What follows belongs to an exercise in optimizing a design on an open flow for small area; a production flow would make more cautious choices.
The RTL was checked by simulation tests, not by an equivalence proof against the original design.
No driver is modelled on the clock port, so clocking that relies on it looks cheaper here than on a real chip.
No activity file was given, so power comes from the tool's default toggle rates.

==> wip/pepper: inputs <==
## top_2displays_counters
module top_2displays_counters
  (
    input wire          clk,
    input wire  [1:0]   BTNC_flat,
    input wire          CPU_RESETN,
    output logic [7:0]  anode_flat,
    output logic [15:0] cathode_flat,
    output logic        pmod_anodeSel,
    output logic [6:0]  pmod_cathode,
    output logic [23:0] LED_flat
   );
==> module btn_debouncer, before the edit <==
module btn_debouncer
  (
    input wire    clk,
    input wire    reset,
    input wire    reset_d2,
    input wire    BTNC,
    output logic  button_down_d2
   );
  logic [2:0] button_sync;
  logic       counter_en;
  logic [7:0] button_debouncer;
  logic       fire;
  logic [1:0] pulse;    
  logic       rising, keep;
  logic [8:0] carry;
  assign rising = button_sync[1] & ~button_sync[2];
  assign keep   = ~reset & (counter_en | rising);
  assign carry[0] = counter_en;
  assign fire = ~reset & carry[8];
  assign button_down_d2 = pulse[1] & ~pulse[0];
  generate
    genvar k;
    for (k = 0; k < 8; k = k + 1) begin : inc
      assign carry[k+1] = carry[k] & button_debouncer[k];
    end
  endgenerate
  always @(posedge clk) begin
    button_sync      <= {button_sync[1:0], BTNC};
    button_debouncer <= (button_debouncer ^ carry[7:0]) & {8{keep}};
    counter_en       <= ~reset & ~carry[8] & button_sync[1] & (counter_en | ~button_sync[2]);
    pulse            <= {pulse[0], ~reset_d2 & (fire | (pulse[0] & ~pulse[1]))};
  end
endmodule  
==> module counter, before the edit <==
module counter
  (
    input wire          clk,
    input wire          reset,
    input wire          button_down,
    output logic [7:0]  hex,
    output logic [7:0]  dec
   );
  logic [7:2] hex_hi;
  logic [8:2] hc;
  logic [7:0] dt;
  logic       dcarry;
  assign hex = {hex_hi, dec[1] ^ dec[4], dec[0]};
  assign hc[2] = button_down & hex[0] & hex[1];
  generate
    genvar k;
    for (k = 2; k < 8; k = k + 1) begin : inc
      assign hc[k+1] = hc[k] & hex[k];
    end
  endgenerate
  function automatic [3:0] bcd_toggle(input [3:0] d);
    bcd_toggle[0] = 1'b1;
    bcd_toggle[1] = d[0] & ~d[3];
    bcd_toggle[2] = d[0] & d[1];
    bcd_toggle[3] = d[0] & (d[3] | (d[1] & d[2]));
  endfunction
  assign dcarry = button_down & dec[0] & dec[3];
  assign dt = {bcd_toggle(dec[7:4]) & {4{dcarry}}, bcd_toggle(dec[3:0]) & {4{button_down}}};
  always @(posedge clk) begin
    hex_hi <= (hex_hi ^ hc[7:2]) & {6{~reset}};
    dec    <= (dec ^ dt) & {8{~reset}};
  end
endmodule  
==> module top_2displays_counters, before the edit <==
module top_2displays_counters
  (
    input wire          clk,
    input wire  [1:0]   BTNC_flat,
    input wire          CPU_RESETN,
    output logic [7:0]  anode_flat,
    output logic [15:0] cathode_flat,
    output logic        pmod_anodeSel,
    output logic [6:0]  pmod_cathode,
    output logic [23:0] LED_flat
   );
  logic reset, reset_d1, reset_d2;
  async_reset resetCleaner
    (
     .clk(clk), .CPU_RESETN(CPU_RESETN),
     .reset(reset), .reset_d1(reset_d1), .reset_d2(reset_d2)
    );
  logic [1:0] button_down;
  logic [1:0][7:0] hex, dec;
  logic [1:0][6:0] seg;
  logic [1:0] anode_count;
  seven_segment refresh_i
    (
     .clk(clk), .reset(reset_d1), .anode_count(anode_count)
    );
  generate
    genvar i;
    for (i = 0; i < 2; i = i + 1) begin : connects
      btn_debouncer btnClean_i
        (
         .clk(clk), .reset(reset), .reset_d2(reset_d2), .BTNC(BTNC_flat[i]),
         .button_down_d2(button_down[i])
        );
      counter counter_i
        (
         .clk(clk), .reset(reset_d2), .button_down(button_down[i]),
         .hex(hex[i]), .dec(dec[i])
        );
      logic [3:0] digit;
      always_comb begin
        case (anode_count)
          2'd0: digit = dec[i][3:0];
          2'd1: digit = dec[i][7:4];
          2'd2: digit = hex[i][3:0];
          default: digit = hex[i][7:4];
        endcase
      end
      cathode_top ct_i (.encoded(digit), .cathode(seg[i]));
      assign anode_flat[4*i +: 4] = ~(4'b0001 << (2'd3 - anode_count));
      assign cathode_flat[8*i +: 8] = {1'b1, seg[i]};
    end
  endgenerate
  logic [6:0] pmod_seg;
  cathode_top ct_pmod_i
    (
     .encoded(anode_count[0] ? hex[0][7:4] : hex[0][3:0]),
     .cathode(pmod_seg)
    );
  assign pmod_cathode  = pmod_seg;
  assign pmod_anodeSel = ~anode_count[0];
  logic [6:0] led0, led1, led2;
  seven_segment_pmod led0_i (.clk(clk), .sel(anode_count == 2'd2), .live(~seg[0]), .value(led0));
  seven_segment_pmod led1_i (.clk(clk), .sel(anode_count == 2'd3), .live(~seg[0]), .value(led1));
  seven_segment_pmod led2_i (.clk(clk), .sel(~anode_count[0]),     .live(pmod_seg), .value(led2));
  assign LED_flat = {1'b1, led2, 1'b0, led1, 1'b0, led0};
endmodule  
clock: 10.0 ns
lec_check: 0
cap_margin: 5
core_margin: 2
core_utilization: 40
slew_margin: 5
standard.sh (not shown) runs the stock make flow with config.mk's settings and CLKGATE_MAP_FILE= SYNTH_SCRIPT=/design/flow/synth_recipe.tcl, a recipe that flattens the netlist after the stock synthesis.
==> flow/flow/run.sh <==
#!/bin/bash
# Standard ORFS layout (standard.sh) with these changes:
#  - synthesis without the half/full-adder extraction and the Kogge-Stone
#    adder map, and with an area-oriented ABC script (flow/area.abc) in place
#    of the delay-oriented one, run with six seeds of its randomised step,
#    keeping the smallest mapping; registers are mapped exactly as in the
#    standard synthesis;
#  - port buffers use the smallest buffer cell;
#  - CTS with clkbuf_8 and no dummy loads, then each clock buffer shrunk to
#    the smallest size that keeps the clock pins' slew within a target
#    (flow/shrink.tcl).
set -euo pipefail
HERE=$(pwd)
{ cat <<'TCL'
# ABC mapping with an area-oriented script (AREA_ABC_SCRIPT), run once per
# seed in AREA_ABC_SEEDS; the mapping with the smallest cell area is kept.
proc abc {args} {
  set i [lsearch -exact $args -script]
  set lib [lindex $args [expr {[lsearch -exact $args -liberty] + 1}]]
  set tf [open $::env(AREA_ABC_SCRIPT)]
  set template [read $tf]
  close $tf
  yosys design -save abc_pre
  set best_area ""
  set best_seed ""
  foreach seed $::env(AREA_ABC_SEEDS) {
    yosys design -load abc_pre
    set script [file join $::env(OBJECTS_DIR) "area_abc_seed$seed.abc"]
    set f [open $script w]
    puts -nonewline $f [string map [list @SEED@ $seed] $template]
    close $f
    set a [lreplace $args [expr {$i + 1}] [expr {$i + 1}] $script]
    puts "abc (area script, seed $seed): $a"
    yosys abc {*}$a
    set st [tee -q -s result.string stat -liberty $lib]
    regexp {Chip area for module[^:]*:\s*([0-9.]+)} $st -> area
    puts "abc seed $seed: area $area"
    yosys design -save abc_seed$seed
    if {$best_area eq "" || $area < $best_area} {
      set best_area $area
      set best_seed $seed
    }
  }
  puts "abc: keeping seed $best_seed (area $best_area)"
  yosys design -load abc_seed$best_seed
}
TCL
cat synth_recipe.tcl; } > flow_synth.tcl
export AREA_ABC_SCRIPT=$HERE/flow/area.abc
export AREA_ABC_SEEDS="0 1 2 3 4 5"
SYN=(ADDER_MAP_FILE= SYNTH_OPERATIONS_ARGS=-nofsm SYNTH_SCRIPT=$HERE/flow_synth.tcl)
CTS="-sink_clustering_enable -dont_use_dummy_load -buf_list sky130_fd_sc_hd__clkbuf_8 -sink_clustering_size 50 -sink_clustering_max_diameter 200"
bash standard.sh "${SYN[@]}" synth > synth.log 2>&1
grep -q "abc: keeping seed" orfs/logs/sky130hd/top_2displays_counters/base/1_2_yosys.log
bash standard.sh "${SYN[@]}" \
  "BUFFER_PORTS_ARGS=-buffer_cell sky130_fd_sc_hd__buf_1" SKIP_REPAIR_TIE_FANOUT=1 \
  "CTS_ARGS=$CTS" "POST_CTS_TCL=$HERE/flow/shrink.tcl" finish > finish.log 2>&1
==> flow/flow/area.abc <==
strash
&get -n
&st
&synch2
&if -K 6
&mfs
&st
&deepsyn -J 1000 -T 300 -S @SEED@
&st
&dch
&nf -R 1000 -p
&put
topo
==> flow/flow/shrink.tcl <==
# Clock buffer downsizing after CTS: each clock buffer becomes the smallest
# clkbuf whose use keeps every flip-flop clock pin's slew below the target.
proc shrink_worst_clk_slew {} {
  set w 0
  foreach p [get_pins -hierarchical */CLK] {
    foreach k {slew_max_rise slew_max_fall} {
      set s [get_property $p $k]
      if {$s > $w} { set w $s }
    }
  }
  return $w
}
set shrink_target 0.118
set shrink_sizes {sky130_fd_sc_hd__clkbuf_1 sky130_fd_sc_hd__clkbuf_2 sky130_fd_sc_hd__clkbuf_4 sky130_fd_sc_hd__clkbuf_8 sky130_fd_sc_hd__clkbuf_16}
estimate_parasitics -placement
set shrink_start [shrink_worst_clk_slew]
set shrink_limit [expr {max($shrink_target, $shrink_start)}]
# leaf buffers (clkbuf_<level>_...) before the root (clkbuf_0_...)
set shrink_insts [lsort -decreasing -command {apply {{a b} {string compare [get_full_name $a] [get_full_name $b]}}} [get_cells clkbuf_*]]
foreach inst $shrink_insts {
  set orig [get_property $inst ref_name]
  set oi [lsearch $shrink_sizes $orig]
  if {$oi < 0} { continue }
  set chosen $orig
  for {set i 0} {$i < $oi} {incr i} {
    set m [lindex $shrink_sizes $i]
    replace_cell $inst $m
    estimate_parasitics -placement
    if {[shrink_worst_clk_slew] <= $shrink_limit} { set chosen $m; break }
  }
  replace_cell $inst $chosen
  estimate_parasitics -placement
  puts "shrink: [get_full_name $inst] $orig -> $chosen"
}
puts "shrink: worst clock pin slew [format %.1f [expr {$shrink_start * 1000}]] -> [format %.1f [expr {[shrink_worst_clk_slew] * 1000}]] ps"
==> wip/violet (differences from wip/pepper) <==
--- a/flow/design.v
+++ b/flow/design.v
@@ -19,5 +19,4 @@
     input wire    clk,
     input wire    reset,
-    input wire    reset_d2,
     input wire    BTNC,
     output logic  button_down_d2
@@ -26,6 +25,5 @@
   logic       counter_en;
   logic [7:0] button_debouncer;
-  logic       fire;
-  logic [1:0] pulse;    
+  logic       button_down, button_down_d1;
   logic       rising, keep;
   logic [8:0] carry;
@@ -33,6 +31,4 @@
   assign keep   = ~reset & (counter_en | rising);
   assign carry[0] = counter_en;
-  assign fire = ~reset & carry[8];
-  assign button_down_d2 = pulse[1] & ~pulse[0];
   generate
     genvar k;
@@ -45,5 +41,7 @@
     button_debouncer <= (button_debouncer ^ carry[7:0]) & {8{keep}};
     counter_en       <= ~reset & ~carry[8] & button_sync[1] & (counter_en | ~button_sync[2]);
-    pulse            <= {pulse[0], ~reset_d2 & (fire | (pulse[0] & ~pulse[1]))};
+    button_down      <= ~reset & carry[8];
+    button_down_d1   <= button_down;
+    button_down_d2   <= button_down_d1;
   end
 endmodule  
@@ -84,13 +82,11 @@
     output logic [7:0]  dec
    );
-  logic [7:2] hex_hi;
-  logic [8:2] hc;
+  logic [8:0] hc;
   logic [7:0] dt;
   logic       dcarry;
-  assign hex = {hex_hi, dec[1] ^ dec[4], dec[0]};
-  assign hc[2] = button_down & hex[0] & hex[1];
+  assign hc[0] = button_down;
   generate
     genvar k;
-    for (k = 2; k < 8; k = k + 1) begin : inc
+    for (k = 0; k < 8; k = k + 1) begin : inc
       assign hc[k+1] = hc[k] & hex[k];
     end
@@ -105,6 +101,6 @@
   assign dt = {bcd_toggle(dec[7:4]) & {4{dcarry}}, bcd_toggle(dec[3:0]) & {4{button_down}}};
   always @(posedge clk) begin
-    hex_hi <= (hex_hi ^ hc[7:2]) & {6{~reset}};
-    dec    <= (dec ^ dt) & {8{~reset}};
+    hex <= (hex ^ hc[7:0]) & {8{~reset}};
+    dec <= (dec ^ dt) & {8{~reset}};
   end
 endmodule  
@@ -171,5 +167,5 @@
       btn_debouncer btnClean_i
         (
-         .clk(clk), .reset(reset), .reset_d2(reset_d2), .BTNC(BTNC_flat[i]),
+         .clk(clk), .reset(reset), .BTNC(BTNC_flat[i]),
          .button_down_d2(button_down[i])
         );
==> flow/flow/run.sh (replaced) <==
#!/bin/bash
# Standard ORFS layout (standard.sh) with these changes:
#  - synthesis without the half/full-adder extraction and the Kogge-Stone
#    adder map, and with an area-oriented ABC script (flow/area.abc) in place
#    of the delay-oriented one; registers are mapped exactly as in the
#    standard synthesis;
#  - port buffers use the smallest buffer cell;
#  - CTS with clkbuf_8 and no dummy loads.
set -euo pipefail
HERE=$(pwd)
{ cat <<'TCL'
proc abc {args} {
  set i [lsearch -exact $args -script]
  if {$i >= 0} { set args [lreplace $args [expr {$i + 1}] [expr {$i + 1}] $::env(AREA_ABC_SCRIPT)] }
  puts "abc (area script): $args"
  yosys abc {*}$args
}
TCL
cat synth_recipe.tcl; } > flow_synth.tcl
export AREA_ABC_SCRIPT=$HERE/flow/area.abc
SYN=(ADDER_MAP_FILE= SYNTH_OPERATIONS_ARGS=-nofsm SYNTH_SCRIPT=$HERE/flow_synth.tcl)
CTS="-sink_clustering_enable -dont_use_dummy_load -buf_list sky130_fd_sc_hd__clkbuf_8 -sink_clustering_size 50 -sink_clustering_max_diameter 200"
bash standard.sh "${SYN[@]}" synth > synth.log 2>&1
grep -q "abc (area script)" orfs/logs/sky130hd/top_2displays_counters/base/1_2_yosys.log
bash standard.sh "${SYN[@]}" \
  "BUFFER_PORTS_ARGS=-buffer_cell sky130_fd_sc_hd__buf_1" \
  "CTS_ARGS=$CTS" finish > finish.log 2>&1
==> flow/flow/area.abc (replaced) <==
strash
&get -n
&st
&synch2
&if -K 6
&mfs
&st
&dch
&nf -R 1000
&put
topo
- CAP_MARGIN: 5 -> 20
- SLEW_MARGIN: 5 -> 20
removed: flow/flow/shrink.tcl
==> summary.txt <==
Peak VDD IR: 85.17 uV
Final #Nets: 472
global-route wire length before repair: 11820 um
final non-filler cell area: 4031 sq um
Worst Hold Launch: connects[1].btnClean_i.button_sync[0]$_DFF_P_
Seq Cell Count: 97
multiplexer share of the synthesized area: 2.353%
fraction of area in multi-input gates: 40.44%
xor/xnor share of the synthesized area: 1.909%
vias in the first global route: 2586
Tightest Pin Transition: 1075 ps
total power: 590.4 uW
Switch Pwr: 129.8 uW
clock-pin slew on the worst setup and hold paths: 100 ps
status: finished clean
Clock buf/inv share: 2.079%
Via Count: 2935
internal power: 460.5 uW
Placed Area: 3948 sq um
power share of the sequential group: 69.0%
Source of the figures above: wip/pepper

==> summary.txt <==
status: finished clean
final non-filler cell area: 4337 sq um
Clock buf/inv share: 2.856%
xor/xnor share of the synthesized area: 3.370%
vias in the first global route: 2795
multiplexer share of the synthesized area: 3.883%
Tightest Pin Transition: 903.5 ps
total power: 648.7 uW
Final #Nets: 495
Switch Pwr: 139.3 uW
Placed Area: 4212 sq um
fraction of area in multi-input gates: 40.10%
Source of the figures above: wip/violet

[re-timing with driven ports]
The flow's constraints put no driver on any port. The routed layouts listed below were extracted and timed again, unchanged, in two steps.
Step 1, drivers: a clkbuf_16 drives clk and a buf_2 each remaining input, both assumed.
Step 2 adds t to the input delays and takes it off the output delays; t is the mean of the earliest and latest rising clock arrival at the registers after step 1. Input paths then give back, and output paths get back, about the clock's delay inside the block.
Three values: ideal, step 1, step 2; two values: the first two.
| run | shift t [ns] | setup slack, ns | hold slack, ns | latest minus earliest clock arrival (ns) | worst register clock-pin slew, ns |
|---|---|---|---|---|---|
| wip/pepper | 0.518 | 3.473 / 3.443 / 3.961 | 0.324 / 0.324 / 0.324 | 0.025 / 0.025 | 0.11 / 0.11 |
| wip/violet | 0.374 | 4.119 / 4.089 / 4.464 | 0.333 / 0.333 / 0.333 | 0.031 / 0.031 | 0.10 / 0.10 |
After both steps setup and hold are still met in every run listed.
